This is an optimization exercise on Yosys and OpenROAD, whose aim is small area, a short achievable clock period and few clock cycles per item, not a production implementation. Only simulation tests tie the RTL to the original design; equivalence was not proved. No activity file was given, so power comes from the tool's default toggle rates.

==> flow/design.v <==
module add32 (
    input  wire [31:0] a,
    input  wire [31:0] b,
    input  wire        cin,
    output wire [31:0] s,
    output wire        cout
);
  wire [32:0] c;
  assign c[0] = cin;
  genvar i;
  generate
    for (i = 0; i < 32; i = i + 1) begin : g_bit
      assign s[i]   = a[i] ^ b[i] ^ c[i];
      assign c[i+1] = (a[i] & b[i]) | (c[i] & (a[i] ^ b[i]));
    end
  endgenerate
  assign cout = c[32];
endmodule
module carry32 (
    input  wire [31:0] a,
    input  wire [31:0] b,
    output wire        cout
);
  wire [32:0] c;
  assign c[0] = 1'b0;
  genvar i;
  generate
    for (i = 0; i < 32; i = i + 1) begin : g_bit
      assign c[i+1] = (a[i] & b[i]) | (c[i] & (a[i] | b[i]));
    end
  endgenerate
  assign cout = c[32];
endmodule
module sneva_alu (
    input  wire        clk,
    input  wire        rst_n,        
    input  wire        in_valid,
    output wire        in_ready,
    input  wire [3:0]  in_op,
    input  wire [31:0] in_a,
    input  wire [31:0] in_b,
    output reg         out_valid,
    output wire [31:0] out_result,
    output reg         out_carry
);
  reg        rdy;         
  reg        rdy_n;       
  reg        s_valid;     
  reg        busy;        
  reg        div2;        
  reg [3:0]  op;
  reg [31:0] x;           
  reg [34:0] y;           
  reg [5:0]  cnt;         
  reg [31:0] z;           
  assign in_ready   = ~rdy_n;
  assign out_result = z;
  wire op_mul = (op == 4'd2);
  wire op_div = (op == 4'd3);
  wire active = s_valid | busy;
  reg       c_ax;    
  reg       c_az;    
  reg [3:0] c_t;     
  reg       c_x2;    
  reg       c_cin;   
  reg       c_rot;   
  wire [31:0] a_in = ({32{c_ax}} & x) | ({32{c_az}} & z);
  wire [31:0] b_in;
  genvar gi;
  generate
    for (gi = 0; gi < 32; gi = gi + 1) begin : g_bin
      wire lut = x[gi] ? (y[gi] ? c_t[3] : c_t[2]) : (y[gi] ? c_t[1] : c_t[0]);
      if (gi == 0) begin : g0
        assign b_in[gi] = lut;
      end else begin : gn
        assign b_in[gi] = lut ^ (c_x2 & x[gi-1]);
      end
    end
  endgenerate
  wire        cin  = c_cin | (c_rot & x[31]);
  wire [31:0] sum;
  wire        cout;
  add32 u_add (.a(a_in), .b(b_in), .cin(cin), .s(sum), .cout(cout));
  wire cy;
  carry32 u_cy (.a(x), .b(y[31:0]), .cout(cy));
  wire mul_term  = (y[31:1] == 31'd0) | (x[29:0] == 30'd0);   
  wire mul_term2 = (y[31:3] == 29'd0) | (x[27:0] == 28'd0);   
  wire ge        = cout & ~(|y[34:32]);                       
  wire go        = ge & ~cnt[5];                              
  wire cnt_is1   = (cnt == 6'd1);
  wire mulact = active & op_mul;
  wire divact = active & op_div;
  wire done_mul = mulact & mul_term;
  wire done_div = divact & (div2 ? cnt_is1 : (~go & (cnt == 6'd0)));
  wire done = (s_valid & ~op_mul & ~op_div) | done_mul | done_div;
  wire final_next = (mulact & ~mul_term & mul_term2) |
                    (divact & ~div2 & ~go & cnt_is1) |
                    (divact & div2 & (cnt == 6'd2));
  reg [31:0] z_next;
  always @(*) begin
    case (op)
      4'd3:  z_next = div2 ? {z[30:0], ge} : 32'd0;
      4'd5:  z_next = {1'b0, x[31:1]};
      4'd7:  z_next = {x[0], x[31:1]};
      4'd14: z_next = {31'd0, ~cout};
      4'd15: z_next = {31'd0, sum == 32'd0};   
      default: z_next = sum;   
    endcase
  end
  wire nb_y1 = y[3];
  wire nb_y0 = y[2];
  wire nb_yb = y[1];
  wire nb_m1 = nb_y0 ^ nb_yb;
  wire nb_m2 = (nb_y1 & ~nb_y0 & ~nb_yb) | (~nb_y1 & nb_y0 & nb_yb);
  wire in_mul = (in_op == 4'd2);
  wire in_sh  = (in_op == 4'd4) | (in_op == 4'd6);
  wire rdy_next = rdy ? ~(in_valid & (in_op[3:1] == 3'b001)) : (done | final_next);
  always @(posedge clk or negedge rst_n) begin
    if (!rst_n) begin
      rdy       <= 1'b1;
      rdy_n     <= 1'b0;
      s_valid   <= 1'b0;
      busy      <= 1'b0;
      div2      <= 1'b0;
      out_valid <= 1'b0;
    end else begin
      s_valid   <= in_valid & rdy;
      busy      <= (mulact | divact) & ~done;
      div2      <= divact & ~done & (div2 | ~go);
      out_valid <= done;
      rdy       <= rdy_next;
      rdy_n     <= ~rdy_next;
    end
  end
  always @(posedge clk) begin
    op <= rdy ? in_op : op;
    if (rdy) begin
      x   <= in_a;
      y   <= {3'b000, in_b};
      cnt <= 6'd0;
    end else if (op[0]) begin   
      if (div2 & ge) x <= sum;
      y   <= (~div2 & go) ? {y[31:0], 3'b000} : {1'b0, y[34:1]};
      cnt <= (~div2 & go) ? cnt + 6'd3 : (div2 ? cnt - 6'd1 : cnt);
    end else begin              
      x  <= {x[29:0], 2'b00};
      y  <= {2'b00, y[34:2]};
    end
    z <= z_next;
    if (rdy) begin
      c_ax  <= ~in_mul & ~in_op[3] | (in_op[3:1] == 3'b111);   
      c_x2  <= in_mul & in_b[1] & ~in_b[0];
      c_cin <= (in_mul & in_b[1]) | ~(in_mul | in_sh | (in_op == 4'd0) | (in_op[3] & ~(in_op[3:1] == 3'b111)));
      c_rot <= (in_op == 4'd6);
      case (in_op)
        4'd0, 4'd5, 4'd7: c_t <= 4'b1010;                
        4'd2:  c_t <= {{2{in_b[0] ^ in_b[1]}}, {2{in_b[1]}}};   
        4'd4, 4'd6: c_t <= 4'b1100;                      
        4'd8:  c_t <= 4'b1000;                           
        4'd9:  c_t <= 4'b1110;                           
        4'd10: c_t <= 4'b0110;                           
        4'd11: c_t <= 4'b0001;                           
        4'd12: c_t <= 4'b0111;                           
        4'd13: c_t <= 4'b1001;                           
        default: c_t <= 4'b0101;                         
      endcase
    end else if (op_mul) begin
      c_t   <= {{2{nb_m1 ^ nb_y1}}, {2{nb_y1}}};
      c_x2  <= nb_m2;
      c_cin <= nb_y1;
    end
    c_az <= mulact & ~done;
    if (s_valid) out_carry <= cy;
  end
endmodule
export LEC_CHECK = 0
export ABC_AREA = 1
export CAP_MARGIN = 20
export CORE_MARGIN = 2
export CORE_UTILIZATION = 65
export CTS_BUF_LIST = sky130_fd_sc_hd__clkbuf_4
export CTS_CLUSTER_DIAMETER = 100
export CTS_CLUSTER_SIZE = 30
export SLEW_MARGIN = 20
create_clock -name core_clock -period 85.0 [get_ports {clk}]
standard.sh (not shown) runs the stock make flow with config.mk's settings and CLKGATE_MAP_FILE= SYNTH_SCRIPT=/design/flow/synth_recipe.tcl, a recipe that flattens the netlist after the stock synthesis.
==> flow/flow/run.sh <==
#!/bin/bash
# Standard layout, with two changes: the port buffers are the smallest plain
# buffer, and synthesis maps with an ABC area script (flow/abc_area.script)
# that restructures with &deepsyn and maps for area, leaving out ABC's buffering
# and gate upsizing.
set -e
rm -rf scripts_abc
cp -r "$FLOW_HOME/scripts" scripts_abc
cp flow/abc_area.script scripts_abc/abc_area.script
export SCRIPTS_DIR="$PWD/scripts_abc"
export BUFFER_PORTS_ARGS="-buffer_cell sky130_fd_sc_hd__buf_1"
bash standard.sh > standard.log 2>&1
==> flow/flow/abc_area.script <==
strash
&get -n
&deepsyn -I 4 -J 50
&put
dch -f
&get -n
&nf -R 1000
&put
topo
Testbench counts at the start, summed over its fixed seeds: cycles 71,759, items 32,000.
Then changed:
--- a/flow/design.v
+++ b/flow/design.v
@@ -49,9 +49,9 @@
   reg        busy;        
   reg        div2;        
   reg [3:0]  op;
   reg [31:0] x;           
-  reg [34:0] y;           
+  reg [35:0] y;           
   reg [5:0]  cnt;         
   reg [31:0] z;           
   assign in_ready   = ~rdy_n;
   assign out_result = z;
@@ -84,9 +84,9 @@
   wire cy;
   carry32 u_cy (.a(x), .b(y[31:0]), .cout(cy));
   wire mul_term  = (y[31:1] == 31'd0) | (x[29:0] == 30'd0);   
   wire mul_term2 = (y[31:3] == 29'd0) | (x[27:0] == 28'd0);   
-  wire ge        = cout & ~(|y[34:32]);                       
+  wire ge        = cout & ~(|y[35:32]);                       
   wire go        = ge & ~cnt[5];                              
   wire cnt_is1   = (cnt == 6'd1);
   wire mulact = active & op_mul;
   wire divact = active & op_div;
@@ -135,17 +135,17 @@
   always @(posedge clk) begin
     op <= rdy ? in_op : op;
     if (rdy) begin
       x   <= in_a;
-      y   <= {3'b000, in_b};
+      y   <= {4'b0000, in_b};
       cnt <= 6'd0;
     end else if (op[0]) begin   
       if (div2 & ge) x <= sum;
-      y   <= (~div2 & go) ? {y[31:0], 3'b000} : {1'b0, y[34:1]};
-      cnt <= (~div2 & go) ? cnt + 6'd3 : (div2 ? cnt - 6'd1 : cnt);
+      y   <= (~div2 & go) ? {y[31:0], 4'b0000} : {1'b0, y[35:1]};
+      cnt <= (~div2 & go) ? cnt + 6'd4 : (div2 ? cnt - 6'd1 : cnt);
     end else begin              
       x  <= {x[29:0], 2'b00};
-      y  <= {2'b00, y[34:2]};
+      y  <= {2'b00, y[35:2]};
     end
     z <= z_next;
     if (rdy) begin
       c_ax  <= ~in_mul & ~in_op[3] | (in_op[3:1] == 3'b111);   
Outcome: The new run completed without violations. Cell area came out lower by about 0.45%. Total power came out lower by about 43%. Hold slack improved by 0.030 ns. Core utilization came out lower by 0.66 points. Via count came out higher by 1.1%. Worst setup slack improved by 0.037 ns. Synthesized cell count came out higher by about 1.3%. Clock power came out lower by about 14%. Register-to-register slack improved by 0.13 ns. Clock skew came out lower by 0.0088 ns. Final cell count came out higher by about 0.6%. Critical path depth is unchanged.
Testbench counts after the change, summed over its fixed seeds: cycles 71,453, items 32,000.

[what the ideal ports hide]
In the flow no input, the clock included, has a driving cell. The finished layouts below were timed again as built, in two steps.
Step 1 sets driving cells, clkbuf_16 on the clock port and buf_2 on the other inputs (assumed; they add their load-dependent delay and slew).
Step 2 times the ports against the registers' clock, not the clock port: input delays grow and output delays shrink by t, the midpoint of the rising clock arrivals with the driver on.
Three values: ideal, step 1, step 2; two values: the first two.
| run | shift t [ns] | slack for setup (ns) | worst setup path after step 2 | latest minus earliest clock arrival (ns) | worst register clock-pin slew, ns |
|---|---|---|---|---|---|
| the first run | 0.609 | 66.818 / 66.781 / 66.458 | input to register | 0.024 / 0.023 | 0.12 / 0.12 |
| the second run | 0.583 | 66.855 / 66.821 / 66.673 | input to register | 0.014 / 0.015 | 0.12 / 0.12 |
After both steps every run listed still meets setup and hold. For the first run, which loses most, drivers alone change the setup slack by -0.037 ns; drivers and shift together by -0.360 ns.
